Context: an optimization exercise on an open-source flow, tuned for small area and a short achievable clock period. The choices shown serve that exercise and are no tape-out recipe. The RTL was checked by simulation tests, not by an equivalence proof against the original design. No activity file was given, so power comes from the tool's default toggle rates.

**design.v**
```verilog
`default_nettype none
module lasd_riscv8 (
    input  wire        clk,
    input  wire        rst_n,       
    input  wire [31:0] instr,       
    input  wire [7:0]  sw_in,       
    input  wire [7:0]  dma_addr,    
    output wire [7:0]  pc,          
    output wire [7:0]  io_out,      
    output wire [55:0] xregs        
);
reg [7:0] pc_r;
reg [7:0] io_r;
reg [7:0] dmad;
reg [7:0] x1, x2, x3, x4, x5, x6, x7;
assign pc = pc_r;
assign io_out = io_r;
assign xregs = {x7, x6, x5, x4, x3, x2, x1};
wire [6:0] op = instr[6:0];
wire [2:0] f3 = instr[14:12];
wire [6:0] f7 = instr[31:25];
wire [2:0] rd = instr[9:7];
wire [2:0] ra = instr[17:15];
wire [2:0] rb = instr[22:20];
wire f3z = (f3 == 3'b000);
wire is_r   = (op == 7'b0110011);
wire is_add = is_r & f3z & (f7 == 7'b0000000);
wire is_sub = is_r & f3z & (f7 == 7'b0100000);
wire is_and = is_r & (f3 == 3'b111) & (f7 == 7'b0000000);
wire is_or  = is_r & (f3 == 3'b110) & (f7 == 7'b0000000);
wire is_xor = is_r & (f3 == 3'b100) & (f7 == 7'b0000000);
wire is_slt = is_r & (f3 == 3'b010) & (f7 == 7'b0000000);
wire is_addi = (op == 7'b0010011) & f3z;
wire is_lb   = (op == 7'b0000011) & f3z;
wire is_sb   = (op == 7'b0100011) & f3z;
wire is_beq  = (op == 7'b1100011) & f3z;
wire reg_we = is_add | is_sub | is_and | is_or | is_xor | is_slt | is_addi | is_lb;
wire [7:0] imm_i = instr[27:20];
wire [7:0] imm_s = {instr[27:25], instr[11:7]};
wire [7:0] imm_b = {instr[27:25], instr[11:8], 1'b0};
function [7:0] rsel;
    input [2:0] n;
    input [7:0] r1, r2, r3, r4, r5, r6, r7;
    case (n)
        3'd1: rsel = r1;
        3'd2: rsel = r2;
        3'd3: rsel = r3;
        3'd4: rsel = r4;
        3'd5: rsel = r5;
        3'd6: rsel = r6;
        3'd7: rsel = r7;
        default: rsel = 8'h00;
    endcase
endfunction
wire [7:0] rs1 = rsel(ra, x1, x2, x3, x4, x5, x6, x7);
wire [7:0] rs2 = rsel(rb, x1, x2, x3, x4, x5, x6, x7);
wire [7:0] alu_b = is_addi ? imm_i : rs2;
wire [7:0] sum   = rs1 + alu_b;
wire [7:0] diff  = rs1 - rs2;
wire       ltu   = (rs1 < rs2);
wire [7:0] alu =
      ({8{is_add | is_addi}} & sum)
    | ({8{is_sub}} & diff)
    | ({8{is_and}} & (rs1 & rs2))
    | ({8{is_or}}  & (rs1 | rs2))
    | ({8{is_xor}} & (rs1 ^ rs2))
    | {7'b0, is_slt & ltu};
wire [7:0] ma = rs1;
wire [7:0] mb = instr[5] ? imm_s : imm_i;
wire [7:0] mp = ma ^ mb;
wire [7:0] mg = ma & mb;
wire [7:0] mt = ma | mb;
wire [255:0] line;
genvar k;
generate
    for (k = 0; k < 256; k = k + 1) begin : dec
        wire [7:0] kk = k;
        wire [7:0] cin = {(kk[6:0] & mg[6:0]) | (~kk[6:0] & mt[6:0]), 1'b0};
        assign line[k] = ((mp ^ kk) == cin);
    end
endgenerate
wire [255:0] dsel;        
wire [7:0]   mem [0:255];
assign mem[0] = 8'h00;
assign mem[255] = sw_in;    
generate
    for (k = 1; k < 255; k = k + 1) begin : m
        reg [7:0] b;
        wire [7:0] ka = k - 4;
        wire dma_hit = (dma_addr == ka);
        wire st_hit = is_sb & line[k];
        always @(posedge clk or negedge rst_n) begin
            if (!rst_n)
                b <= 8'h00;
            else if (dma_hit)
                b <= dmad;
            else if (st_hit)
                b <= rs2;
        end
        assign mem[k] = b;
    end
endgenerate
reg [7:0] ld;
integer j;
always @(*) begin
    ld = 8'h00;
    for (j = 1; j < 256; j = j + 1)
        ld = ld | ({8{line[j]}} & mem[j]);
end
wire [7:0] wd = is_lb ? ld : alu;
wire beq_taken = is_beq & (rs1 == rs2);
wire [7:0] pc_next = beq_taken ? (pc_r + imm_b) : (pc_r + 8'd4);
wire io_we = is_sb & line[255];
wire dma_keep = (dma_addr == 8'hFB);
always @(posedge clk or negedge rst_n) begin
    if (!rst_n) begin
        pc_r <= 8'h00;
        io_r <= 8'h00;
        dmad <= 8'h00;
        x1 <= 8'h00; x2 <= 8'h00; x3 <= 8'h00; x4 <= 8'h00;
        x5 <= 8'h00; x6 <= 8'h00; x7 <= 8'h00;
    end else begin
        pc_r <= pc_next;
        if (io_we) io_r <= rs2;
        if (!dma_keep) dmad <= sw_in;
        if (reg_we) begin
            case (rd)
                3'd1: x1 <= wd;
                3'd2: x2 <= wd;
                3'd3: x3 <= wd;
                3'd4: x4 <= wd;
                3'd5: x5 <= wd;
                3'd6: x6 <= wd;
                3'd7: x7 <= wd;
                default: ;
            endcase
        end
    end
end
endmodule
`default_nettype wire
```
**run.sh**
```bash
#!/bin/bash
# synth_recipe.tcl (not shown) runs the flow's synth.tcl, then flattens the netlist and writes it again
# the make line also repeats each setting of config.mk as NAME=value (left out here)
make -C /OpenROAD-flow-scripts/flow DESIGN_CONFIG=/design/flow/config.mk WORK_HOME=/design/flow/orfs CLKGATE_MAP_FILE= SYNTH_SCRIPT=/design/flow/synth_recipe.tcl finish
```
**config.mk**
```make
export PLATFORM = sky130hd
export DESIGN_NAME = lasd_riscv8
export DESIGN_NICKNAME = lasd_riscv8
export VERILOG_FILES = /design/flow/design.v
export SDC_FILE = /design/flow/constraint.sdc
export NUM_CORES = 4
export LEC_CHECK = 0
export CAP_MARGIN = 40
export CORE_MARGIN = 2
export CORE_UTILIZATION = 25
export PLACE_DENSITY = 0.36
export SLEW_MARGIN = 40
```
**constraint.sdc**
```tcl
create_clock -name core_clock -period 16.0 [get_ports {clk}]
set_input_delay 3.2000 -clock core_clock [delete_from_list [all_inputs] [get_ports {clk}]]
set_output_delay 3.2000 -clock core_clock [all_outputs]
set_load 0.01 [all_outputs]
```
==> out/qor.yml, run 1 <==
tightest_slew_ns: 1.10
crit_type: "in -> reg"
clk_latency_ns: 1.03
rsz0062_at_grt: "no"
drc: 0
grt_use_met3: 0.170
fp.dieW_um: 687
internal-power_mw: 10.0
min_path_type: "reg -> reg"
ys_ff_latch: 2111
final_cell_mix: "nand2_1, nor2_1, o21ai_0"
cp-start-kind: "primary input"
synth_top_area_cell: "dfrtp_1"
place_hpwl_mm: 721
power_density_mw_per_mm2: 108
async_flop_share: 1.00
cts_tree: "built"
fmax_mhz: 87.8
fill_cells: 49214
grt_pass1_wl_mm: 1280
post_cts_buffers: 0
yosysSeqAreaShare: 0.453
ys.flop_type: "dfrtp_1"
core_area_mm2: 0.464
required_ns: 16.83
multiInputGateArea_mm2: 0.0611
die_h_um: 687
report.final.slew_viol_count: 0
status: "finished clean"
final_common_cell: "nand2_1"
seqCellArea_mm2: 0.0529
cts_hold_buffers: 0
fin_crit_sh: 0.712
clockPowerShare: 0.450
drtIter0Drc: 21784
fin_util: 0.301
grt_use_met1: 0.527
drive_gt1_frac: 0.119
die_area_mm2: 0.472
rows: 250
grt_max_degree: 138
power_mw: 15.0
cts.clk_slew.worst_paths_ns: 0.05
vias_per_cell: 6.05
gr-total-overflow: 0
yosys-top-cells-area: "dfrtp_1, o21ai_0, a21oi_1, nand2_1, nor2_1"
start_util: 0.251
cts_buffers: 295
final-setup-viol-count: 0
use_met2: 0.553
cts-root-buf: "clkbuf_16"
grt_pass1_vias: 114020
grt_usage: 0.413
syn_avg_cell_area_um2: 7.66
ant_nets: 0
power.leakage_nw: 50.5
dp_slack_ns: 4.09
fin_ws_ns: 4.61
dr_total_vias: 130435
worstSetupEndpointType: "flop"
cap_violations: 0
synth-edff-count: 0
tns_ns: 0
num-nets-final: 15138
post_cts_resize_count: 0
syn2layout_area_growth_pct: 19.7
crit_fanout: 25
power.switching_mw: 5.03
clock_skew_ns: 0.0598
synth_area_mm2: 0.117
portBuffers: 118
yosysUniqueCellTypes: 92
gp_congestion: 1.10
max-slew-margin-rel: 0.265
final-hold-violation-count: 0
comb_power_share: 0.134
drt_pass1_iterations: 6
clockBufferDepth: 4
yosysWarnings: 1
cts-htree-levels: 5
io_pins: 122
wire_per_inst_um: 46.6
p_sw_frac: 0.334
ir_drop_v: 0.0000684
wirelength_mm: 1010
synth_cells: 15227
yosys.area.top_type_share: 0.453
pwr-share-seq: 0.415
cts.sinks: 2111
post-route-min-period_ns: 11.39
busiest_layer: "met2"
critical_path_arrival_ns: 12.23
grt_antenna_before_repair: 188
==> routing by layer <==
| layer | vias to the layer above | routed length [um] |
|---|---|---|
| met1 | 65100 | 401000 |
| li1 | 53254 | - |
| met5 | - | 1110 |
| met4 | 62 | 88800 |
| met3 | 2430 | 125000 |
| met2 | 9589 | 389000 |
==> cells in the mapped netlist (35+ instances only) <==
master,n
nand2_1,2622
a22oi_1,417
a211oi_1,51
nand4_1,111
o31ai_1,45
and3_1,50
buf_1,355
a221oi_1,68
ha_1,52
buf_2,80
mux2i_1,41
nor4_1,113
inv_1,45
dfrtp_1,2111
o22ai_1,46
a21oi_1,2131
nor2_1,2472
clkbuf_1,947
nand3_1,255
o211ai_1,45
a32oi_1,145
mux2_2,35
o21ai_0,2178
a22o_1,156
a31oi_1,46
a32o_1,57
nor3_1,92
==> area by class of cell <==
class / count / share of cell area
Tap cell: 6174 / 0.0554
Antenna cell: 140 / 0.00251
Clock inverter: 74 / 0.00620
Inverter: 46 / 0.00124
Multi-Input combinational cell: 11680 / 0.438
Sequential cell: 2111 / 0.379
Timing Repair Buffer: 899 / 0.0579
Clock buffer: 435 / 0.0604
==> power groups by stage <==
stage	registers [mW]	logic, mW	clock network, mW
after floorplan	6.02	0.753	0
after global placement	6.30	1.86	0
after detailed placement	6.30	1.90	0
after CTS	6.20	1.90	6.81
after global routing	6.25	2.02	7.01
final	6.24	2.02	6.77
==> path summary, 6_finish.rpt <==
path / startpoint / to / slack (ns) / cells after the start
worst min-delay path: io_r[4] / io_r[4] / 0.47 / 2
worst min register to register: io_r[4] / io_r[4] / 0.47 / 2
min in group asynchronous: rst_n / m[252].b[5] / 2.08 / 1
worst max register to register: x6[1] / x1[0] / 7.35 / 19
worst max-delay path: instr[15] / x1[0] / 4.61 / 20
max in group asynchronous: rst_n / m[170].b[7] / 10.87 / 6
==> sequential cells by signal (all words and copies together) (netlist names) <==
register	count
x2	8
x4	8
x1	8
x3	8
m.b	2032
x5	8
pc_r	7
x6	8
dmad	8
x7	8
io_r	8
==> per-stage QoR <==
stage	cell area, um^2	hold slack, ns	instances
final	140000	0.474	21559
after global routing	139000	0.493	21451
after CTS	138000	0.482	21383
after detailed placement	129000	0.469	20874
after global placement	127000	0.461	20784
after floorplan	117000	0.508	15227
==> worst max-delay path, cell delays in order <==
cell             delay [ns]
clkdlybuf4s50_1        0.86
mux4_2                 0.58
mux2i_1                0.59
inv_1                  0.42
ha_4                   0.74
buf_4                  0.58
xnor2_2                0.18
buf_4                  0.39
nor4_2                 0.10
buf_4                  0.28
buf_4                  0.33
a22oi_1                0.37
nor4_4                 0.16
a2111oi_1              0.82
o2111ai_1              0.72
a2111oi_0              0.57
nand4_1                0.34
nor4_4                 0.35
buf_4                  0.36
o31ai_1                0.12
==> cell families after synthesis <==
group                      after synthesis  share of synthesized area
and+or+nand+nor                       5841                      0.202
AOI/OAI and AO/OA                     5654                      0.279
DFF                                   2111                      0.453
buffers and inverters                 1436                     0.0474
muxes                                   85                    0.00864
adders and majority gates               55                    0.00610
xor gates and xnor gates                44                    0.00350
other                                    1                  0.0000322
==> run 2: changes to the inputs <==
--- a/design.v
+++ b/design.v
@@ -39,20 +39,18 @@
 wire [7:0] imm_s = {instr[27:25], instr[11:7]};
 wire [7:0] imm_b = {instr[27:25], instr[11:8], 1'b0};
-function [7:0] rsel;
-    input [2:0] n;
-    input [7:0] r1, r2, r3, r4, r5, r6, r7;
-    case (n)
-        3'd1: rsel = r1;
-        3'd2: rsel = r2;
-        3'd3: rsel = r3;
-        3'd4: rsel = r4;
-        3'd5: rsel = r5;
-        3'd6: rsel = r6;
-        3'd7: rsel = r7;
-        default: rsel = 8'h00;
-    endcase
-endfunction
-wire [7:0] rs1 = rsel(ra, x1, x2, x3, x4, x5, x6, x7);
-wire [7:0] rs2 = rsel(rb, x1, x2, x3, x4, x5, x6, x7);
+genvar k;
+wire [7:1] ra_oh, rb_oh;
+generate
+    for (k = 1; k < 8; k = k + 1) begin : rdec
+        assign ra_oh[k] = (ra == k);
+        assign rb_oh[k] = (rb == k);
+    end
+endgenerate
+wire [7:0] rs1 = ({8{ra_oh[1]}} & x1) | ({8{ra_oh[2]}} & x2) | ({8{ra_oh[3]}} & x3)
+               | ({8{ra_oh[4]}} & x4) | ({8{ra_oh[5]}} & x5) | ({8{ra_oh[6]}} & x6)
+               | ({8{ra_oh[7]}} & x7);
+wire [7:0] rs2 = ({8{rb_oh[1]}} & x1) | ({8{rb_oh[2]}} & x2) | ({8{rb_oh[3]}} & x3)
+               | ({8{rb_oh[4]}} & x4) | ({8{rb_oh[5]}} & x5) | ({8{rb_oh[6]}} & x6)
+               | ({8{rb_oh[7]}} & x7);
 wire [7:0] alu_b = is_addi ? imm_i : rs2;
 wire [7:0] sum   = rs1 + alu_b;
@@ -72,5 +70,4 @@
 wire [7:0] mt = ma | mb;
 wire [255:0] line;
-genvar k;
 generate
     for (k = 0; k < 256; k = k + 1) begin : dec
@@ -101,11 +98,24 @@
     end
 endgenerate
-reg [7:0] ld;
-integer j;
-always @(*) begin
-    ld = 8'h00;
-    for (j = 1; j < 256; j = j + 1)
-        ld = ld | ({8{line[j]}} & mem[j]);
-end
+wire [7:0] row [0:15];
+generate
+    for (k = 0; k < 16; k = k + 1) begin : rd_row
+        wire [7:0] t [0:15];
+        genvar c;
+        for (c = 0; c < 16; c = c + 1) begin : col
+            assign t[c] = {8{line[16*k+c]}} & mem[16*k+c];
+        end
+        wire [7:0] q0 = t[0] | t[1] | t[2] | t[3];
+        wire [7:0] q1 = t[4] | t[5] | t[6] | t[7];
+        wire [7:0] q2 = t[8] | t[9] | t[10] | t[11];
+        wire [7:0] q3 = t[12] | t[13] | t[14] | t[15];
+        assign row[k] = (q0 | q1) | (q2 | q3);
+    end
+endgenerate
+wire [7:0] r0 = row[0] | row[1] | row[2] | row[3];
+wire [7:0] r1 = row[4] | row[5] | row[6] | row[7];
+wire [7:0] r2 = row[8] | row[9] | row[10] | row[11];
+wire [7:0] r3 = row[12] | row[13] | row[14] | row[15];
+wire [7:0] ld = (r0 | r1) | (r2 | r3);
 wire [7:0] wd = is_lb ? ld : alu;
 wire beq_taken = is_beq & (rs1 == rs2);
==> flow/run.sh (new file) <==
#!/bin/bash
# Own layout flow: the standard ORFS flow (standard.sh, with the standard
# synthesis unchanged), with these changes to how the layout is optimised:
#  - timing repair (CTS and global-route stages) aims for 10 ns of setup slack
#    instead of 0, so it keeps shortening the critical paths although the
#    16 ns clock is met; only the worst 5% of endpoints are repaired;
#  - the floorplan-stage repair is replaced by plain removal of synthesis
#    buffers (REMOVE_ABC_BUFFERS);
set -euo pipefail
export REMOVE_ABC_BUFFERS=1
export SETUP_SLACK_MARGIN=10
export TNS_END_PERCENT=5
export BUFFER_PORTS_ARGS="-buffer_cell sky130_fd_sc_hd__buf_4"
bash standard.sh synth > make_synth.log 2>&1
bash standard.sh > make_finish.log 2>&1
==> standard.sh (new file) <==
#!/bin/bash
# synth_recipe.tcl (not shown) runs the flow's synth.tcl, then flattens the netlist and writes it again
# the make line also repeats each setting of config.mk as NAME=value (left out here)
make -C /OpenROAD-flow-scripts/flow DESIGN_CONFIG=/design/flow/config.mk WORK_HOME=/design/flow/orfs CLKGATE_MAP_FILE= SYNTH_SCRIPT=/design/flow/synth_recipe.tcl "${@:-finish}"
--- a/config.mk
+++ b/config.mk
@@ -8,5 +8,5 @@
 export CAP_MARGIN = 40
 export CORE_MARGIN = 2
-export CORE_UTILIZATION = 25
-export PLACE_DENSITY = 0.36
+export CORE_UTILIZATION = 55
+export PLACE_DENSITY = 0.65
 export SLEW_MARGIN = 40
removed: run.sh
==> run 2 against run 1 <==
- the run now fails in global routing
- area after synthesis fell by 1.7%
- synthesized cell count fell by 2.1%
==> out/qor.yml, run 2 <==
die_h_um: 460
yosys.area.top_type_share: 0.461
fp.dieW_um: 460
synthTopCellsByCount: "nand2_1, nor2_1, o21ai_0"
synth_cells: 14905
rows: 167
cts-htree-levels: 4
clockBufferDepth: 3
cts_buffers: 228
cts_hold_buffers: 0
async_flop_share: 1.00
grt_pass1_wl_mm: 1290
io_pins: 122
yosysWarnings: 1
toolErrorMsg: "[ERROR GRT-0116] Global routing finished with congestion. Check the congestion regions in the DRC Viewer."
haltStage: "global routing"
gp_congestion: 1.37
cts-root-buf: "clkbuf_16"
syn_avg_cell_area_um2: 7.69
yosysSeqAreaShare: 0.461
ys_ff_latch: 2111
yosysUniqueCellTypes: 87
ys.flop_type: "dfrtp_1"
gr-total-overflow: 1322
cts.sinks: 2111
grt_pass1_vias: 142710
synth_top_area_cell: "dfrtp_1"
yosys-top-cells-area: "dfrtp_1, o21ai_0, a21oi_1, nand2_1, nor2_1"
grt_usage: 0.869
synth_most_common_cell: "nand2_1"
portBuffers: 118
status: "did not finish"
synth-edff-count: 0
start_util: 0.553
place_area_mm2: 0.120
place_hpwl_mm: 552
synth_area_mm2: 0.115
grt_max_degree: 162
-- run 2: cell types whose count changed after synthesis, moves of 17 or more --
cell | before | now
a31oi_1 | 46 | 29
nor4_1 | 113 | 65
o211ai_1 | 45 | 15
a211oi_1 | 51 | 10
buf_2 | 80 | 39
nor2_1 | 2472 | 2434
nand4_1 | 111 | 210
o21ai_0 | 2178 | 2129
nor3_1 | 92 | 206
nand2_1 | 2622 | 2515
buf_1 | 355 | 318
and3_1 | 50 | 25
a32o_1 | 57 | 38
o31ai_1 | 45 | 22
-- run 2: metal layers --
metal | GRT usage | overflow
met1 | 0.888 | 165
met4 | 0.806 | 380
met2 | 0.945 | 600
met3 | 0.806 | 161
met5 | 0.664 | 16
-- run 2: how the worst min path moves through the flow --
| stage | from | depth (start not counted) | end | slack (ns) |
|---|---|---|---|---|
| floorplan | pc_r[7] | 1 | pc_r[7] | 0.51 |
| global placement | io_r[1] | 2 | io_r[1] | 0.46 |
| detailed placement | pc_r[7] | 1 | pc_r[7] | 0.47 |
| CTS | pc_r[7] | 1 | pc_r[7] | 0.48 |
-- run 2: logic make-up after synthesis --
group                      Yosys count  synth area share
other                                1         0.0000327
AOI/OAI and AO/OA                 5432             0.270
muxes                               62           0.00641
DFF                               2111             0.461
adders and majority gates           53           0.00598
xor gates and xnor gates            48           0.00396
buffers and inverters             1379            0.0465
and+or+nand+nor                   5819             0.206
-- run 2: per-stage QoR --
| stage | setup WS, ns | power, mW | std cells | utilization | hold slack [ns] |
|---|---|---|---|---|---|
| 2_1_floorplan | -20.93 | 6.68 | 13568 | - | 0.508 |
| 3_3_place_gp | 5.39 | 7.75 | 16963 | 0.574 | 0.462 |
| 3_5_place_dp | 5.54 | 7.84 | 17027 | 0.582 | 0.472 |
| 4_1_cts | 8.49 | 13.6 | 17689 | 0.653 | 0.480 |
-- run 2: power groups by stage --
stage	Combinational, mW	Sequential, mW	Clock [mW]
floorplan	0.618	6.07	0
global placement	1.49	6.26	0
detailed placement	1.56	6.27	0
CTS	1.83	6.19	5.58
-- run 2: repair_timing --
| item | CTS |
|---|---|
| resized for setup | 769 |
| endpoints found under the setup margin | 2098 |
| hold endpoints to repair | 0 |
| pin swaps | 153 |
| cloned | 34 |
| buffers inserted | 202 |
==> run 3: changes to the inputs <==
--- a/design.v
+++ b/design.v
@@ -47,7 +47,15 @@
     end
 endgenerate
-wire [7:0] rs1 = ({8{ra_oh[1]}} & x1) | ({8{ra_oh[2]}} & x2) | ({8{ra_oh[3]}} & x3)
-               | ({8{ra_oh[4]}} & x4) | ({8{ra_oh[5]}} & x5) | ({8{ra_oh[6]}} & x6)
-               | ({8{ra_oh[7]}} & x7);
+wire [7:0] rs1;
+generate
+    for (k = 0; k < 8; k = k + 1) begin : r1b
+        wire n12, n34, n56, n7;
+        g_aoi22 u12 (.a1(ra_oh[1]), .a2(x1[k]), .b1(ra_oh[2]), .b2(x2[k]), .y(n12));
+        g_aoi22 u34 (.a1(ra_oh[3]), .a2(x3[k]), .b1(ra_oh[4]), .b2(x4[k]), .y(n34));
+        g_aoi22 u56 (.a1(ra_oh[5]), .a2(x5[k]), .b1(ra_oh[6]), .b2(x6[k]), .y(n56));
+        g_nand2 u7 (.a(ra_oh[7]), .b(x7[k]), .y(n7));
+        g_nand4 uo (.a(n12), .b(n34), .c(n56), .d(n7), .y(rs1[k]));
+    end
+endgenerate
 wire [7:0] rs2 = ({8{rb_oh[1]}} & x1) | ({8{rb_oh[2]}} & x2) | ({8{rb_oh[3]}} & x3)
                | ({8{rb_oh[4]}} & x4) | ({8{rb_oh[5]}} & x5) | ({8{rb_oh[6]}} & x6)
@@ -83,39 +91,59 @@
 generate
     for (k = 1; k < 255; k = k + 1) begin : m
-        reg [7:0] b;
+        reg  [7:0] b;
+        wire [7:0] d;
         wire [7:0] ka = k - 4;
-        wire dma_hit = (dma_addr == ka);
-        wire st_hit = is_sb & line[k];
+        wire sd = (dma_addr == ka);           
+        wire ss = is_sb & line[k] & ~sd;     
+        wire h = ~(sd | ss);                  
+        genvar i;
+        for (i = 0; i < 8; i = i + 1) begin : wb
+            wsel u (.q(b[i]), .h(h), .dm(dmad[i]), .sd(sd), .r(rs2[i]), .ss(ss), .d(d[i]));
+        end
         always @(posedge clk or negedge rst_n) begin
             if (!rst_n)
                 b <= 8'h00;
-            else if (dma_hit)
-                b <= dmad;
-            else if (st_hit)
-                b <= rs2;
+            else
+                b <= d;
         end
         assign mem[k] = b;
     end
 endgenerate
-wire [7:0] row [0:15];
-generate
-    for (k = 0; k < 16; k = k + 1) begin : rd_row
-        wire [7:0] t [0:15];
-        genvar c;
-        for (c = 0; c < 16; c = c + 1) begin : col
-            assign t[c] = {8{line[16*k+c]}} & mem[16*k+c];
-        end
-        wire [7:0] q0 = t[0] | t[1] | t[2] | t[3];
-        wire [7:0] q1 = t[4] | t[5] | t[6] | t[7];
-        wire [7:0] q2 = t[8] | t[9] | t[10] | t[11];
-        wire [7:0] q3 = t[12] | t[13] | t[14] | t[15];
-        assign row[k] = (q0 | q1) | (q2 | q3);
-    end
-endgenerate
-wire [7:0] r0 = row[0] | row[1] | row[2] | row[3];
-wire [7:0] r1 = row[4] | row[5] | row[6] | row[7];
-wire [7:0] r2 = row[8] | row[9] | row[10] | row[11];
-wire [7:0] r3 = row[12] | row[13] | row[14] | row[15];
-wire [7:0] ld = (r0 | r1) | (r2 | r3);
+wire [7:0] ld;
+generate
+    for (k = 0; k < 8; k = k + 1) begin : ldt
+        wire [127:0] l0;    
+        wire [63:0]  l1;    
+        wire [31:0]  l2;    
+        wire [15:0]  l3;    
+        wire [7:0]   l4;    
+        wire [3:0]   l5;    
+        wire [1:0]   l6;    
+        genvar j;
+        g_nand2 p0 (.a(line[1]), .b(mem[1][k]), .y(l0[0]));
+        for (j = 1; j < 128; j = j + 1) begin : p
+            g_aoi22 u (.a1(line[2*j]), .a2(mem[2*j][k]), .b1(line[2*j+1]), .b2(mem[2*j+1][k]), .y(l0[j]));
+        end
+        for (j = 0; j < 64; j = j + 1) begin : t1
+            g_nand2 u (.a(l0[2*j]), .b(l0[2*j+1]), .y(l1[j]));
+        end
+        for (j = 0; j < 32; j = j + 1) begin : t2
+            g_nor2 u (.a(l1[2*j]), .b(l1[2*j+1]), .y(l2[j]));
+        end
+        for (j = 0; j < 16; j = j + 1) begin : t3
+            g_nand2 u (.a(l2[2*j]), .b(l2[2*j+1]), .y(l3[j]));
+        end
+        for (j = 0; j < 8; j = j + 1) begin : t4
+            g_nor2 u (.a(l3[2*j]), .b(l3[2*j+1]), .y(l4[j]));
+        end
+        for (j = 0; j < 4; j = j + 1) begin : t5
+            g_nand2 u (.a(l4[2*j]), .b(l4[2*j+1]), .y(l5[j]));
+        end
+        for (j = 0; j < 2; j = j + 1) begin : t6
+            g_nor2 u (.a(l5[2*j]), .b(l5[2*j+1]), .y(l6[j]));
+        end
+        g_nand2 t7 (.a(l6[0]), .b(l6[1]), .y(ld[k]));
+    end
+endgenerate
 wire [7:0] wd = is_lb ? ld : alu;
 wire beq_taken = is_beq & (rs1 == rs2);
@@ -149,3 +177,26 @@
 end
 endmodule
+module wsel (
+    input  wire q,
+    input  wire h,
+    input  wire dm,
+    input  wire sd,
+    input  wire r,
+    input  wire ss,
+    output wire d
+);
+assign d = (q & h) | (dm & sd) | (r & ss);
+endmodule
+module g_aoi22 (input wire a1, input wire a2, input wire b1, input wire b2, output wire y);
+assign y = ~((a1 & a2) | (b1 & b2));
+endmodule
+module g_nand2 (input wire a, input wire b, output wire y);
+assign y = ~(a & b);
+endmodule
+module g_nand4 (input wire a, input wire b, input wire c, input wire d, output wire y);
+assign y = ~(a & b & c & d);
+endmodule
+module g_nor2 (input wire a, input wire b, output wire y);
+assign y = ~(a | b);
+endmodule
 `default_nettype wire
--- a/config.mk
+++ b/config.mk
@@ -8,5 +8,6 @@
 export CAP_MARGIN = 40
 export CORE_MARGIN = 2
-export CORE_UTILIZATION = 55
-export PLACE_DENSITY = 0.65
+export CORE_UTILIZATION = 40
+export PLACE_DENSITY = 0.5
 export SLEW_MARGIN = 40
+export SYNTH_HIERARCHICAL = 1
==> run 3 against run 2 <==
- now clean on timing, DRC and antenna
- area after synthesis is 6.3% lower
- synthesized cell count down 32%
==> out/qor.yml, run 3 <==
status: "finished clean"
largest_register_ffs: 2032
cts_tree: "built"
io_pins: 122
max-slew-margin-rel: 0.353
rows: 190
fin_crit_sh: 0.407
drtIter0Drc: 23234
power_density_mw_per_mm2: 102
syn2layout_area_growth_pct: 25.2
synth_area_mm2: 0.107
cts.sinks: 2111
fmax_mhz: 153
fp.dieW_um: 522
r2r_slack_ns: 11.75
crit_type: "in -> reg"
r2r_start: "x3[5]"
crit_fanout: 8
power.switching_mw: 3.71
post-route-min-period_ns: 6.52
grt_pass1_wl_mm: 718
final-hold-violation-count: 0
portBuffers: 118
num-nets-final: 11035
p_sw_frac: 0.270
core_area_mm2: 0.267
clockBufferDepth: 4
grt_usage: 0.360
pwr-share-seq: 0.445
clockPowerShare: 0.441
required_ns: 16.77
grt_pass1_vias: 97823
top_register: "m.b"
start_util: 0.402
drc: 0
ant_nets: 0
final_cell_mix: "dfrtp_1, inv_1, a222oi_1"
final-setup-viol-count: 0
async_flop_share: 1.00
die_area_mm2: 0.273
critPathSlowestCell: "nor2_1"
worstSetupEndpointType: "flop"
wirelength_mm: 514
vias_per_cell: 6.98
synth-edff-count: 0
worst-r2r-cell-count: 12
cts_hold_buffers: 0
synth_top_area_cell: "dfrtp_1"
ys.flop_type: "dfrtp_1"
place_hpwl_mm: 304
min_path_type: "reg -> reg"
die_h_um: 522
yosysWarnings: 7
grt_max_degree: 155
gr-total-overflow: 0
cts-htree-levels: 4
drt_pass1_iterations: 14
critical_path_arrival_ns: 7.29
clk_latency_ns: 0.94
power.leakage_nw: 68.1
yosys.area.top_type_share: 0.492
dp_slack_ns: 6.30
synth_most_common_cell: "dfrtp_1"
yosys-top-cells-area: "dfrtp_1, a222oi_1, a22oi_2, inv_1, nor2_1"
fin_ws_ns: 9.48
clock_skew_ns: 0.0675
cts-root-buf: "clkbuf_16"
dr_total_vias: 102622
gp_congestion: 0.973
yosysUniqueCellTypes: 78
fill_cells: 23921
syn_avg_cell_area_um2: 10.6
cts_buffers: 248
endpoint: "m[6].b[0]"
power_mw: 13.7
worstReg2RegEnd: "m[6].b[0]"
tns_ns: 0
comb_power_share: 0.114
internal-power_mw: 10.0
report.final.slew_viol_count: 0
ys_ff_latch: 2111
grt_antenna_before_repair: 23
final_common_cell: "dfrtp_1"
synthTopCellsByCount: "dfrtp_1, inv_1, a222oi_1"
crit_path_start: "instr[17]"
tightest_slew_ns: 0.971
rsz0062_at_grt: "yes"
critPathMaxStageDelay_ns: 0.88
ir_drop_v: 0.0000925
crit_chain: "buf_8 -> and3b_2 -> a22oi_2 -> nand4_1 -> buf_6 -> inv_4 -> ha_4 -> xor2_4 -> buf_4 -> nand2_1 -> nor2_1 -> a21oi_1 -> a222oi_1 -> inv_1"
cts.clk_slew.worst_paths_ns: 0.06
synth_cells: 10171
yosysSeqAreaShare: 0.492
drive_gt1_frac: 0.291
cap_violations: 0
cp-start-kind: "primary input"
wire_per_inst_um: 35.0
==> run 3: modules after synthesis (local to each module, per instance) <==
module,area [um^2],flip-flops and latches,cells
lasd_riscv8,62500,2111,4027
wsel,13.8,0,2
g_nand4,6.26,0,1
g_aoi22,12.5,0,1
g_nand2,3.75,0,1
g_nor2,3.75,0,1
==> run 3: logic make-up after synthesis <==
group	Yosys count	synth area share
compound gates	3494	0.333
buf+inv	2228	0.0784
simple gates	2207	0.0832
flops	2111	0.492
fa+ha+maj	55	0.00662
xor+xnor	38	0.00310
mux	37	0.00415
other cells	1	0.0000349
==> run 3: final cells by class <==
| cell class | count | area, um^2 | share of cell area |
|---|---|---|---|
| clock inverters | 95 | 1280 | 0.00955 |
| flip-flops and latches | 2111 | 52900 | 0.393 |
| well taps | 3552 | 4440 | 0.0330 |
| inverters | 2070 | 7790 | 0.0579 |
| clock buffers | 354 | 7320 | 0.0544 |
| diodes | 19 | 47.5 | 0.000353 |
| repair buffers | 661 | 7550 | 0.0562 |
| multi-input cells | 5838 | 53200 | 0.396 |
==> run 3: worst max-delay path: cells and delay by family <==
kind | cells | cell delay (ns)
fa+ha+maj | 1 | 0.40
simple gates | 4 | 1.87
compound gates | 3 | 0.99
buf+inv | 5 | 0.55
xor+xnor | 1 | 0.28
==> run 3: per-stage QoR <==
step / hold WS [ns] / std cells / cell area [um^2] / utilization
floorplan: 0.490 / 10013 / 107000 / -
global route: 0.495 / 14686 / 134000 / 0.503
CTS: 0.484 / 14482 / 130000 / 0.487
global placement: 0.468 / 13872 / 114000 / 0.426
finish: 0.475 / 14700 / 135000 / 0.503
detailed placement: 0.472 / 13887 / 115000 / 0.429
==> run 3: repair_timing <==
item | CTS | global route
setup buffers | 133 | 179
endpoints found under the setup margin | 2103 | 2078
pin swaps | 109 | 245
gates resized for setup | 1237 | 420
cloned | 13 | 6
==> run 3: worst min-delay path by stage <==
| stage | start | depth (start not counted) | to |
|---|---|---|---|
| finish | pc_r[7] | 1 | pc_r[7] |
| global route | pc_r[7] | 1 | pc_r[7] |
| CTS | pc_r[7] | 1 | pc_r[7] |
| detailed placement | pc_r[7] | 1 | pc_r[7] |
| global placement | pc_r[7] | 1 | pc_r[7] |
| floorplan | m[1].b[0] | 2 | m[1].b[0] |
==> run 3: power by group through the flow <==
stage | clock (mW) | sequential [mW] | combinational (mW)
2_1_floorplan | 0 | 6.13 | 0.748
3_3_place_gp | 0 | 6.19 | 1.23
3_5_place_dp | 0 | 6.20 | 1.28
4_1_cts | 6.12 | 6.10 | 1.46
5_1_grt | 6.34 | 6.15 | 1.66
6_report | 6.06 | 6.11 | 1.57
==> run 3: routing by layer <==
| layer | share of wire | track usage | vias up |
|---|---|---|---|
| met5 | 0.00014 | 0.00176 | - |
| met4 | 0.061 | 0.194 | 16 |
| met3 | 0.15 | 0.109 | 1353 |
| li1 | - | - | 41655 |
| met1 | 0.37 | 0.488 | 51805 |
| met2 | 0.42 | 0.514 | 7793 |
==> run 4: changes to the inputs <==
--- a/design.v
+++ b/design.v
@@ -47,5 +47,5 @@
     end
 endgenerate
-wire [7:0] rs1;
+wire [7:0] rs1, rs1m;
 generate
     for (k = 0; k < 8; k = k + 1) begin : r1b
@@ -56,4 +56,12 @@
         g_nand2 u7 (.a(ra_oh[7]), .b(x7[k]), .y(n7));
         g_nand4 uo (.a(n12), .b(n34), .c(n56), .d(n7), .y(rs1[k]));
+    end
+    for (k = 0; k < 8; k = k + 1) begin : r1m
+        wire n12, n34, n56, n7;
+        g_aoi22 u12 (.a1(ra_oh[1]), .a2(x1[k]), .b1(ra_oh[2]), .b2(x2[k]), .y(n12));
+        g_aoi22 u34 (.a1(ra_oh[3]), .a2(x3[k]), .b1(ra_oh[4]), .b2(x4[k]), .y(n34));
+        g_aoi22 u56 (.a1(ra_oh[5]), .a2(x5[k]), .b1(ra_oh[6]), .b2(x6[k]), .y(n56));
+        g_nand2 u7 (.a(ra_oh[7]), .b(x7[k]), .y(n7));
+        g_nand4 uo (.a(n12), .b(n34), .c(n56), .d(n7), .y(rs1m[k]));
     end
 endgenerate
@@ -72,5 +80,5 @@
     | ({8{is_xor}} & (rs1 ^ rs2))
     | {7'b0, is_slt & ltu};
-wire [7:0] ma = rs1;
+wire [7:0] ma = rs1m;
 wire [7:0] mb = instr[5] ? imm_s : imm_i;
 wire [7:0] mp = ma ^ mb;
@@ -146,5 +154,20 @@
     end
 endgenerate
-wire [7:0] wd = is_lb ? ld : alu;
+wire [7:0] xq [1:7];
+wire [7:0] xd [1:7];
+assign xq[1] = x1; assign xq[2] = x2; assign xq[3] = x3; assign xq[4] = x4;
+assign xq[5] = x5; assign xq[6] = x6; assign xq[7] = x7;
+generate
+    for (k = 1; k < 8; k = k + 1) begin : wbk
+        wire we = reg_we & (rd == k);
+        wire sl = we & is_lb;
+        wire sa = we & ~is_lb;
+        wire h = ~we;
+        genvar i;
+        for (i = 0; i < 8; i = i + 1) begin : wb
+            wsel u (.q(xq[k][i]), .h(h), .dm(ld[i]), .sd(sl), .r(alu[i]), .ss(sa), .d(xd[k][i]));
+        end
+    end
+endgenerate
 wire beq_taken = is_beq & (rs1 == rs2);
 wire [7:0] pc_next = beq_taken ? (pc_r + imm_b) : (pc_r + 8'd4);
@@ -162,16 +185,6 @@
         if (io_we) io_r <= rs2;
         if (!dma_keep) dmad <= sw_in;
-        if (reg_we) begin
-            case (rd)
-                3'd1: x1 <= wd;
-                3'd2: x2 <= wd;
-                3'd3: x3 <= wd;
-                3'd4: x4 <= wd;
-                3'd5: x5 <= wd;
-                3'd6: x6 <= wd;
-                3'd7: x7 <= wd;
-                default: ;
-            endcase
-        end
+        x1 <= xd[1]; x2 <= xd[2]; x3 <= xd[3]; x4 <= xd[4];
+        x5 <= xd[5]; x6 <= xd[6]; x7 <= xd[7];
     end
 end
--- a/config.mk
+++ b/config.mk
@@ -8,6 +8,6 @@
 export CAP_MARGIN = 40
 export CORE_MARGIN = 2
-export CORE_UTILIZATION = 40
-export PLACE_DENSITY = 0.5
+export CORE_UTILIZATION = 30
+export PLACE_DENSITY = 0.42
 export SLEW_MARGIN = 40
 export SYNTH_HIERARCHICAL = 1
==> run 4 against run 3 <==
- via count shrank 0.51%
- clock skew shrank 0.0078 ns
- die area up 35%
- area after synthesis up 1.2%
- critical path depth grew 8
- maximum frequency shrank 1.8%
- utilization decreased by 13 points
- clock-buffer cell count increased by 26
==> out/qor.yml, run 4 <==
status: "finished clean"
cts-htree-levels: 5
cts.sinks: 2111
wire_per_inst_um: 34.2
start_util: 0.301
ant_nets: 0
crit_type: "in -> reg"
power.switching_mw: 3.87
p_sw_frac: 0.279
ir_drop_v: 0.0000757
worstSetupEndpointType: "flop"
synth_top_area_cell: "dfrtp_1"
multiInputGateArea_mm2: 0.0521
top_register: "m.b"
critical_path_arrival_ns: 7.41
comb_power_share: 0.115
power_mw: 13.9
rsz0062_at_grt: "yes"
power.leakage_nw: 68.4
cts_hold_buffers: 0
cts-root-buf: "clkbuf_16"
worstHoldPathCells: 1
fin_crit_sh: 0.415
power_density_mw_per_mm2: 103
drc: 0
core_area_mm2: 0.362
async_flop_share: 1.00
dr_total_vias: 102102
min_path_type: "reg -> reg"
final_common_cell: "inv_1"
vias_per_cell: 6.40
r2r_slack_ns: 11.52
clock_skew_ns: 0.0597
ys_ff_latch: 2111
die_area_mm2: 0.367
pwr-share-seq: 0.441
gr-total-overflow: 0
cts.clk_slew.worst_paths_ns: 0.05
portBuffers: 118
grt_antenna_before_repair: 22
drive_gt1_frac: 0.286
cap_violations: 0
dpl.cell_count: 15171
tns_ns: 0
drtIter0Drc: 21988
fp.dieW_um: 606
required_ns: 16.77
post-route-min-period_ns: 6.64
yosysWarnings: 7
cts_buffers: 262
num-nets-final: 11059
fill_cells: 35507
max-slew-margin-rel: 0.333
internal-power_mw: 9.99
grt_pass1_vias: 99522
place_area_mm2: 0.118
fmax_mhz: 151
report.final.slew_viol_count: 0
gp_congestion: 0.929
yosys-top-cells-area: "dfrtp_1, a222oi_1, a22oi_2, inv_1, nor2_1"
cp-start-kind: "primary input"
die_h_um: 606
io_pins: 122
yosysSeqAreaShare: 0.486
syn_avg_cell_area_um2: 10.7
final-setup-viol-count: 0
drt_pass1_iterations: 15
cts_tree: "built"
clockPowerShare: 0.444
yosys.area.top_type_share: 0.486
syn2layout_area_growth_pct: 24.0
final-hold-violation-count: 0
synth_area_mm2: 0.109
largest_register_ffs: 2032
post_layout_nonfiller_instances: 15953
clk_latency_ns: 0.91
synth_most_common_cell: "inv_1"
rows: 221
ys.flop_type: "dfrtp_1"
tightest_slew_ns: 1.00
wirelength_mm: 545
final_cell_mix: "inv_1, dfrtp_1, a222oi_1"
worst-r2r-cell-count: 19
synthTopCellsByCount: "inv_1, dfrtp_1, a222oi_1"
grt_pass1_wl_mm: 759
yosysUniqueCellTypes: 69
crit_fanout: 8
synth-edff-count: 0
place_hpwl_mm: 331
grt_max_degree: 155
clockBufferDepth: 4
synth_cells: 10194
seqCellArea_mm2: 0.0529
grt_usage: 0.285
stdcell_area_mm2: 0.135
==> run 4: worst paths after layout <==
check | endpoint | startpoint
max | x4[2] | instr[15]
min reg2reg | pc_r[7] | pc_r[7]
max in group asynchronous | dmad[7] | rst_n
min in group asynchronous | m[177].b[3] | rst_n
min | pc_r[7] | pc_r[7]
max reg2reg | x4[2] | x5[1]
==> run 4: worst max-delay path, cell delays in order <==
cell and delay (ns):
buf_12 0.11, and3b_4 0.20, buf_12 0.14, a22oi_2 0.15
nand4_1 0.28, inv_2 0.15, ha_4 0.24, xnor2_4 0.26
nand4b_1 0.27, buf_12 0.21, nor2_4 0.09, a22oi_2 0.23
nand2_2 0.12, nor2_4 0.33, nand2_2 0.11, nor2_4 0.11
nand2_4 0.12, nor2_4 0.36, nand2_4 0.18, buf_4 0.18
a222oi_1 0.21, inv_1 0.07
==> run 4: what timing repair did <==
item,4_1_cts,5_1_grt
resized for setup,949,246
setup buffers,199,85
pin swaps,136,216
cloned,14,5
setup endpoints to repair,2096,2087
==> run 4: per-module statistics from Yosys (local to each module, per instance) <==
module       cells  times used  area [um^2]  flip-flops and latches
g_aoi22          1        1064         12.5                       0
g_nand4          1          16         6.26                       0
wsel             2        2088         13.8                       0
lasd_riscv8   3898           1        62700                    2111
g_nand2          1         704         3.75                       0
g_nor2           1         336         3.75                       0
==> run 4: layer usage <==
metal	global-route usage	up-vias	wire [um]
met4	0.134	2	28800
met3	0.0635	1113	61200
met1	0.382	52448	216000
li1	-	41865	-
met2	0.436	6674	239000
met5	0	-	10
==> run 4: per-stage QoR <==
| stage | setup WS [ns] | util | hold WS (ns) |
|---|---|---|---|
| 3_5_place_dp | 6.12 | 0.326 | 0.472 |
| 4_1_cts | 9.58 | 0.366 | 0.483 |
| 6_report | 9.36 | 0.373 | 0.483 |
| 2_1_floorplan | -4.76 | - | 0.490 |
| 3_3_place_gp | 5.75 | 0.323 | 0.461 |
| 5_1_grt | 9.36 | 0.373 | 0.491 |
==> run 4: final cells by class <==
class	instances	area share
clock buffers	380	0.0579
well taps	4794	0.0445
inverters	2137	0.0597
repair buffers	633	0.0526
diodes	12	0.000223
clock inverters	77	0.00641
flip-flops and latches	2111	0.392
multi-input cells	5809	0.387
==> run 4: logic make-up (layout without fill, tap and decap cells) <==
logic type / after synthesis / after routing / synth area share
AOI/OAI and AO/OA: 3504 / 3504 / 0.333
buffers and inverters: 2283 / 3227 / 0.0808
and+or+nand+nor: 2168 / 2177 / 0.0873
DFF: 2111 / 2111 / 0.486
adders and majority gates: 55 / 55 / 0.00654
xor gates and xnor gates: 38 / 38 / 0.00319
muxes: 34 / 34 / 0.00360
other: 1 / 13 / 0.0000345
==> run 4: power by group through the flow <==
stage          registers [mW]  logic (mW)  clock network [mW]
4_1_cts                  6.11        1.52                6.26
3_5_place_dp             6.20        1.37                   0
2_1_floorplan            6.13       0.773                   0
6_report                 6.12        1.59                6.16
3_3_place_gp             6.19        1.31                   0
5_1_grt                  6.15        1.68                6.48
==> run 5: changes to the inputs <==
--- a/design.v
+++ b/design.v
@@ -85,10 +85,35 @@
 wire [7:0] mg = ma & mb;
 wire [7:0] mt = ma | mb;
+wire [1:0] z0;
+wire [3:0] zz [1:7];
+g_inv  z0n (.a(mp[0]), .y(z0[0]));
+assign z0[1] = mp[0];
+generate
+    for (k = 1; k < 8; k = k + 1) begin : zb
+        g_xnor2 u00 (.a(mp[k]), .b(mt[k-1]), .y(zz[k][0]));    
+        g_xnor2 u01 (.a(mp[k]), .b(mg[k-1]), .y(zz[k][1]));    
+        g_xor2  u10 (.a(mp[k]), .b(mt[k-1]), .y(zz[k][2]));    
+        g_xor2  u11 (.a(mp[k]), .b(mg[k-1]), .y(zz[k][3]));    
+    end
+endgenerate
+wire [7:0]  ga_n;    
+wire [15:0] gb_n;    
+wire [7:0]  gc_n;    
+generate
+    for (k = 0; k < 8; k = k + 1) begin : pga
+        g_nand3 u (.a(z0[k & 1]), .b(zz[1][(k >> 0) & 3]), .c(zz[2][(k >> 1) & 3]), .y(ga_n[k]));
+    end
+    for (k = 0; k < 16; k = k + 1) begin : pgb
+        g_nand3 u (.a(zz[3][(k >> 0) & 3]), .b(zz[4][(k >> 1) & 3]), .c(zz[5][(k >> 2) & 3]), .y(gb_n[k]));
+    end
+    for (k = 0; k < 8; k = k + 1) begin : pgc
+        g_nand2 u (.a(zz[6][(k >> 0) & 3]), .b(zz[7][(k >> 1) & 3]), .y(gc_n[k]));
+    end
+endgenerate
 wire [255:0] line;
-generate
-    for (k = 0; k < 256; k = k + 1) begin : dec
-        wire [7:0] kk = k;
-        wire [7:0] cin = {(kk[6:0] & mg[6:0]) | (~kk[6:0] & mt[6:0]), 1'b0};
-        assign line[k] = ((mp ^ kk) == cin);
+assign line[0] = 1'b0;      
+generate
+    for (k = 1; k < 256; k = k + 1) begin : dec
+        g_nor3 u (.a(ga_n[k & 7]), .b(gb_n[(k >> 2) & 15]), .c(gc_n[(k >> 5) & 7]), .y(line[k]));
     end
 endgenerate
@@ -210,4 +235,19 @@
 assign y = ~(a & b & c & d);
 endmodule
+module g_inv (input wire a, output wire y);
+assign y = ~a;
+endmodule
+module g_xor2 (input wire a, input wire b, output wire y);
+assign y = a ^ b;
+endmodule
+module g_xnor2 (input wire a, input wire b, output wire y);
+assign y = ~(a ^ b);
+endmodule
+module g_nand3 (input wire a, input wire b, input wire c, output wire y);
+assign y = ~(a & b & c);
+endmodule
+module g_nor3 (input wire a, input wire b, input wire c, output wire y);
+assign y = ~(a | b | c);
+endmodule
 module g_nor2 (input wire a, input wire b, output wire y);
 assign y = ~(a | b);
--- a/config.mk
+++ b/config.mk
@@ -8,6 +8,6 @@
 export CAP_MARGIN = 40
 export CORE_MARGIN = 2
-export CORE_UTILIZATION = 30
-export PLACE_DENSITY = 0.42
+export CORE_UTILIZATION = 25
+export PLACE_DENSITY = 0.36
 export SLEW_MARGIN = 40
 export SYNTH_HIERARCHICAL = 1
==> run 5 against run 4 <==
- sequential power hardly changed
- worst hold slack worse by 0.0030 ns
- utilization is 5.6 points lower
- via count is 0.53% lower
- maximum frequency is 1.0% higher
- global-route usage is 5.6 points lower
- sequential share of layout area is 1.1 points lower
- routed wire length is 1.4% lower
- non-clock buffer count is 62 higher
- critical path type unchanged
==> out/qor.yml, run 5 <==
grt_pass1_wl_mm: 747
wire_per_inst_um: 31.3
io_pins: 122
gp_congestion: 0.824
syn2layout_area_growth_pct: 26.5
final-setup-viol-count: 0
internal-power_mw: 10.2
clockPowerShare: 0.440
drive_gt1_frac: 0.258
tightest_slew_ns: 0.971
num-nets-final: 11295
place_area_mm2: 0.121
yosys.area.top_type_share: 0.483
portBuffers: 118
cts-root-buf: "clkbuf_16"
rsz0062_at_grt: "yes"
routed-wl-met2_mm: 241
fin_util: 0.317
cts.sinks: 2111
die_h_um: 666
p_sw_frac: 0.284
yosysSeqAreaShare: 0.483
yosysWarnings: 7
fin_crit_sh: 0.410
core_area_mm2: 0.437
worstSetupEndpointType: "flop"
yosysUniqueCellTypes: 57
power.leakage_nw: 72.5
pwr-share-seq: 0.431
rows: 243
vias_per_cell: 5.92
critPathMaxStageDelay_ns: 0.30
met1Wirelength_mm: 224
required_ns: 16.78
crit_fanout: 9
ant_nets: 0
top_register: "m.b"
cts.clk_slew.worst_paths_ns: 0.06
grt_max_degree: 151
async_flop_share: 1.00
place_hpwl_mm: 311
grt_antenna_before_repair: 19
post_layout_nonfiller_instances: 17159
crit_buf_inv: 9
status: "finished clean"
ys_ff_latch: 2111
report.final.slew_viol_count: 0
syn_avg_cell_area_um2: 10.6
dr_total_vias: 101564
post-route-min-period_ns: 6.57
grt_usage: 0.229
crit_type: "in -> reg"
crit_top_cell: "buf_12"
ys.flop_type: "dfrtp_1"
grt_pass1_vias: 99342
gr-total-overflow: 0
critPathSlowestCell: "a222oi_1"
synth-edff-count: 0
critical_path_arrival_ns: 7.35
drtIter0Drc: 18991
min_path_type: "reg -> reg"
ir_drop_v: 0.0000802
max-slew-margin-rel: 0.350
cts-htree-levels: 5
power_density_mw_per_mm2: 102
largest_register_ffs: 2032
synth_top_area_cell: "dfrtp_1"
cts_buffers: 269
comb_power_share: 0.128
final_common_cell: "inv_1"
drt_pass1_iterations: 17
cap_violations: 0
top_layer: "met5"
clockBufferDepth: 4
clock_skew_ns: 0.0334
cpLargestDelayFamily: "simple AND/OR/NAND/NOR gates"
cts_hold_buffers: 0
die_area_mm2: 0.443
r2r_slack_ns: 11.71
synth_most_common_cell: "inv_1"
cp-start-kind: "primary input"
stdcell_area_mm2: 0.139
power.switching_mw: 4.03
clk_latency_ns: 0.91
cts_tree: "built"
yosys-top-cells-area: "dfrtp_1, a222oi_1, a22oi_2, inv_1, nand2_1"
wl_met3_mm: 52.2
dpl.cell_count: 16253
fp.dieW_um: 666
synth_area_mm2: 0.109
final_cell_mix: "inv_1, dfrtp_1, a222oi_1"
start_util: 0.251
drc: 0
synthTopCellsByCount: "inv_1, dfrtp_1, a222oi_1"
wirelength_mm: 537
synth_cells: 10281
final-hold-violation-count: 0
fmax_mhz: 152
run 5: final timing paths:
kind / start / endpoint / depth (start not counted)
max: instr[17] / x6[6] / 25
min: pc_r[7] / pc_r[7] / 1
max reg2reg: x5[2] / x6[6] / 22
min reg2reg: pc_r[7] / pc_r[7] / 1
max in group asynchronous: rst_n / m[229].b[6] / 6
min in group asynchronous: rst_n / m[69].b[0] / 1
run 5: power by group through the flow:
stage          Sequential (mW)  Combinational, mW  Clock [mW]
3_5_place_dp              6.21               1.49           0
6_report                  6.12               1.82        6.25
4_1_cts                   6.11               1.72        6.42
2_1_floorplan             6.13              0.778           0
5_1_grt                   6.16               1.94        6.63
3_3_place_gp              6.20               1.41           0
run 5: repair_timing:
item                                     CTS  global route
endpoints found under the setup margin  2096          2076
gates cloned                              35            38
resized for setup                        719           192
setup buffers                            211           125
pin swaps                                164            93
run 5: cell type report:
type	count	area, um^2
repair buffers	695	8960
fillers	44258	298000
inverters	2137	8100
clock inverters	63	813
multi-input cells	5975	52600
well taps	5757	7200
repair inverters	1	11.3
clock buffers	399	7940
diodes	21	52.6
flip-flops and latches	2111	52900
run 5: per-module statistics from Yosys (local to each module, per instance):
module	cells inside	copies in the design	flops+latches	cell area (um^2)
g_aoi22	1	1064	0	12.5
g_inv	1	1	0	3.75
g_nand2	1	712	0	3.75
g_nand3	1	24	0	5.00
g_nand4	1	16	0	6.26
g_nor2	1	336	0	3.75
g_nor3	1	255	0	10.0
g_xnor2	1	14	0	8.76
g_xor2	1	14	0	8.76
lasd_riscv8	3669	1	2111	60500
wsel	2	2088	0	13.8
run 5: cells by family after synthesis:
logic type,synth area share
adders and majority gates,0.00649
DFF,0.483
and+or+nand+nor,0.0959
muxes,0.00369
buffers and inverters,0.0777
other,0.0000343
xor gates and xnor gates,0.00352
AOI/OAI and AO/OA,0.330
run 5: stage by stage:
step	setup TNS [ns]	setup slack [ns]	total power [mW]	hold slack, ns
after floorplan	-4274.31	-2.56	6.91	0.490
after global placement	0	6.15	7.61	0.471
final	0	9.43	14.2	0.480
after global routing	0	9.37	14.7	0.516
after CTS	0	9.57	14.3	0.489
after detailed placement	0	6.16	7.70	0.476
run 5: per-layer routing:
metal  GRT usage  up-vias
li1            -    42583
met1       0.316    52417
met2       0.355     5717
met3      0.0430      841
met4      0.0870        6
met5           0        -
==> run 6: changes to the inputs <==
--- a/config.mk
+++ b/config.mk
@@ -8,6 +8,7 @@
 export CAP_MARGIN = 40
 export CORE_MARGIN = 2
-export CORE_UTILIZATION = 25
-export PLACE_DENSITY = 0.36
+export CORE_UTILIZATION = 30
+export CTS_BUF_LIST = sky130_fd_sc_hd__clkbuf_8
+export PLACE_DENSITY = 0.42
 export SLEW_MARGIN = 40
 export SYNTH_HIERARCHICAL = 1
==> run 6 against run 5 <==
- still clean
- register-to-register slack got worse by 0.17 ns
- via count rose by 1.3%
- combinational power rose by 3%
- first-iteration DRC count rose by 7.5%
- design area fell by 0.63%
- sequential power barely moved
- critical path depth did not move
- total power fell by 6.2%
- die area fell by 17%
- largest cell class unchanged
- highest routed layer unchanged
==> out/qor.yml, run 6 <==
power.leakage_nw: 73.4
num-nets-final: 11483
ir_drop_v: 0.0000681
cts-root-buf: "clkbuf_8"
synthTopCellsByCount: "inv_1, dfrtp_1, a222oi_1"
grt_max_degree: 150
final-setup-viol-count: 0
stdcell_area_mm2: 0.138
grt_use_met3: 0.0618
syn_avg_cell_area_um2: 10.6
core_area_mm2: 0.363
cts_hold_buffers: 0
clockBufferDepth: 4
yosysSeqAreaShare: 0.483
start_util: 0.302
cts.clk_slew.worst_paths_ns: 0.06
crit_fanout: 7
yosysWarnings: 7
busiest_layer: "met2"
synth_most_common_cell: "inv_1"
multiInputGateArea_mm2: 0.0526
seqCellArea_mm2: 0.0529
fill_cells: 35670
dp_slack_ns: 6.39
grt_use_met1: 0.367
gp_congestion: 0.862
ys.flop_type: "dfrtp_1"
synth_area_mm2: 0.109
wirelength_mm: 515
grt_pass1_vias: 100338
final_cell_mix: "inv_1, dfrtp_1, a222oi_1"
yosys-top-cells-area: "dfrtp_1, a222oi_1, a22oi_2, inv_1, nand2_1"
max-slew-margin-rel: 0.354
dr_total_vias: 102862
top_register: "m.b"
die_area_mm2: 0.370
ant_nets: 0
critical_path_arrival_ns: 7.37
grt_pass1_wl_mm: 731
power_mw: 13.3
vias_per_cell: 6.24
worstSetupEndpointType: "flop"
place_area_mm2: 0.119
crit_type: "in -> reg"
drive_gt1_frac: 0.268
fin_ws_ns: 9.60
wire_per_inst_um: 31.2
drtIter0Drc: 20416
grt_antenna_before_repair: 20
fp.dieW_um: 608
clock_skew_ns: 0.0650
status: "finished clean"
report.final.slew_viol_count: 0
synth_cells: 10281
ys_ff_latch: 2111
largest_register_ffs: 2032
yosys.area.top_type_share: 0.483
cts-htree-levels: 5
final-hold-violation-count: 0
fin_crit_sh: 0.400
rsz0062_at_grt: "yes"
cts.sinks: 2111
min_path_type: "reg -> reg"
async_flop_share: 1.00
clk_latency_ns: 1.13
tightest_slew_ns: 0.969
required_ns: 16.97
use_met2: 0.400
fmax_mhz: 156
drc: 0
yosysUniqueCellTypes: 57
power_density_mw_per_mm2: 96.7
drt_pass1_iterations: 17
post-route-min-period_ns: 6.40
syn2layout_area_growth_pct: 25.8
cts_buffers: 395
synth_top_area_cell: "dfrtp_1"
grt_usage: 0.266
io_pins: 122
die_h_um: 608
cts_tree: "built"
place_hpwl_mm: 295
portBuffers: 118
rows: 221
final_common_cell: "inv_1"
cap_violations: 0
gr-total-overflow: 0
synth-edff-count: 0
cp-start-kind: "primary input"
## run 6: worst paths after layout
path	endpoint	slack [ns]	start	cells past startpoint
worst max-delay path	x7[3]	9.60	instr[15]	25
worst min-delay path	io_r[1]	0.48	io_r[1]	2
worst max register to register	m[67].b[0]	11.54	dmad[0]	6
worst min register to register	io_r[1]	0.48	io_r[1]	2
max in group asynchronous	m[239].b[0]	11.41	rst_n	5
min in group asynchronous	m[12].b[4]	1.95	rst_n	1
## run 6: Yosys stat by module (local to each module, per instance)
module       flops+latches  area (um^2)  times used  cells inside
lasd_riscv8           2111        60500           1          3669
wsel                     0         13.8        2088             2
g_aoi22                  0         12.5        1064             1
g_nor3                   0         10.0         255             1
g_xnor2                  0         8.76          14             1
g_xor2                   0         8.76          14             1
g_nand4                  0         6.26          16             1
g_nand3                  0         5.00          24             1
g_inv                    0         3.75           1             1
g_nand2                  0         3.75         712             1
g_nor2                   0         3.75         336             1
## run 6: kinds of logic (layout without fill, tap and decap cells)
| kind of cell | Yosys count | in the layout | synth area share |
|---|---|---|---|
| fa+ha+maj | 55 | 55 | 0.00649 |
| simple gates | 2288 | 2340 | 0.0959 |
| xor+xnor | 44 | 44 | 0.00352 |
| other cells | 1 | 9 | 0.0000343 |
| flops | 2111 | 2111 | 0.483 |
| compound gates | 3506 | 3506 | 0.330 |
| buf+inv | 2244 | 3606 | 0.0777 |
| mux | 32 | 32 | 0.00369 |
## run 6: routing by layer
layer	vias to the layer above	wire, um
li1	42992	-
met1	52537	209000
met2	6439	225000
met3	884	60100
met4	10	20400
met5	-	68
## run 6: critical path: stages
cell	delay, ns
buf_8	0.11
and3b_2	0.25
buf_12	0.16
a22oi_2	0.16
nand4_1	0.30
inv_2	0.17
ha_4	0.15
clkinvlp_4	0.17
xnor2_4	0.23
buf_6	0.14
nand3_4	0.10
buf_12	0.21
nor3_4	0.09
buf_16	0.14
a22oi_2	0.18
nand2_1	0.11
nor2_1	0.15
nand2_2	0.10
nor2_4	0.23
nand2_4	0.12
nor2_4	0.26
nand2_8	0.13
buf_4	0.16
a222oi_1	0.21
inv_1	0.06
## run 6: final cells by class
type / count / area share
sequential: 2111 / 0.384
multi-input combinational: 5978 / 0.382
timing repair buffer: 754 / 0.0741
inverter: 2137 / 0.0588
clock buffer: 498 / 0.0498
tap: 4794 / 0.0436
clock inverter: 216 / 0.00712
antenna: 8 / 0.000145
timing repair inverter: 1 / 0.0000636
## run 6: where the power goes
part           internal, mW  switching [mW]
registers              5.76           0.354
clock network          2.80            2.51
logic                 0.753            1.13
## run 6: timing repair
action / 4_1_cts / 5_1_grt
resized for setup: 830 / 102
gates cloned: 84 / 14
buffers inserted: 343 / 45
pin swaps: 284 / 136
setup endpoints to repair: 2096 / 1242
## run 6: metrics by stage
stage | cells | TNS (ns) | hold WS (ns) | utilization
6_report | 16497 | 0 | 0.480 | 0.379
5_1_grt | 16495 | 0 | 0.507 | 0.379
4_1_cts | 16423 | 0 | 0.486 | 0.376
3_5_place_dp | 15282 | 0 | 0.475 | 0.328
3_3_place_gp | 15262 | 0 | 0.469 | 0.324
2_1_floorplan | 10174 | -4274.31 | 0.490 | -

re-timing with driven ports:
No port has a modelled driver above. Below, the same layouts with a new extraction and two added sets of constraints. Step 1 (the two cells are an assumption about what drives the block):
set clk [get_ports {clk}]
set_driving_cell -lib_cell sky130_fd_sc_hd__clkbuf_16 $clk
set_driving_cell -lib_cell sky130_fd_sc_hd__buf_2 [delete_from_list [all_inputs] $clk]
Step 2 adds t to the input delays and takes it off the output delays; t is the mean of the earliest and latest rising clock arrival at the registers after step 1. Input paths then give back, and output paths get back, about the clock's delay inside the block. Three values: ideal, step 1, step 2; two values: the first two.
run | t, ns | setup slack, ns | worst setup path at the end | worst data-port slew with drivers (ns) | cell pins on the clock port's net
run 1 | 1.122 | 4.607 / 4.705 / 3.583 | input to register | 0.09 | 1
run 3 | 1.022 | 9.481 / 9.552 / 8.530 | input to register | 0.16 | 1
run 4 | 1.000 | 9.364 / 9.378 / 8.377 | input to register | 0.23 | 1
run 5 | 1.023 | 9.432 / 9.496 / 8.473 | input to register | 0.17 | 1
run 6 | 1.222 | 9.599 / 9.671 / 8.449 | input to register | 0.22 | 1
After both steps every run listed still meets setup and hold. The setup slack of run 6, which loses most, moves by +0.072 ns with the drivers and by -1.150 ns with both steps.
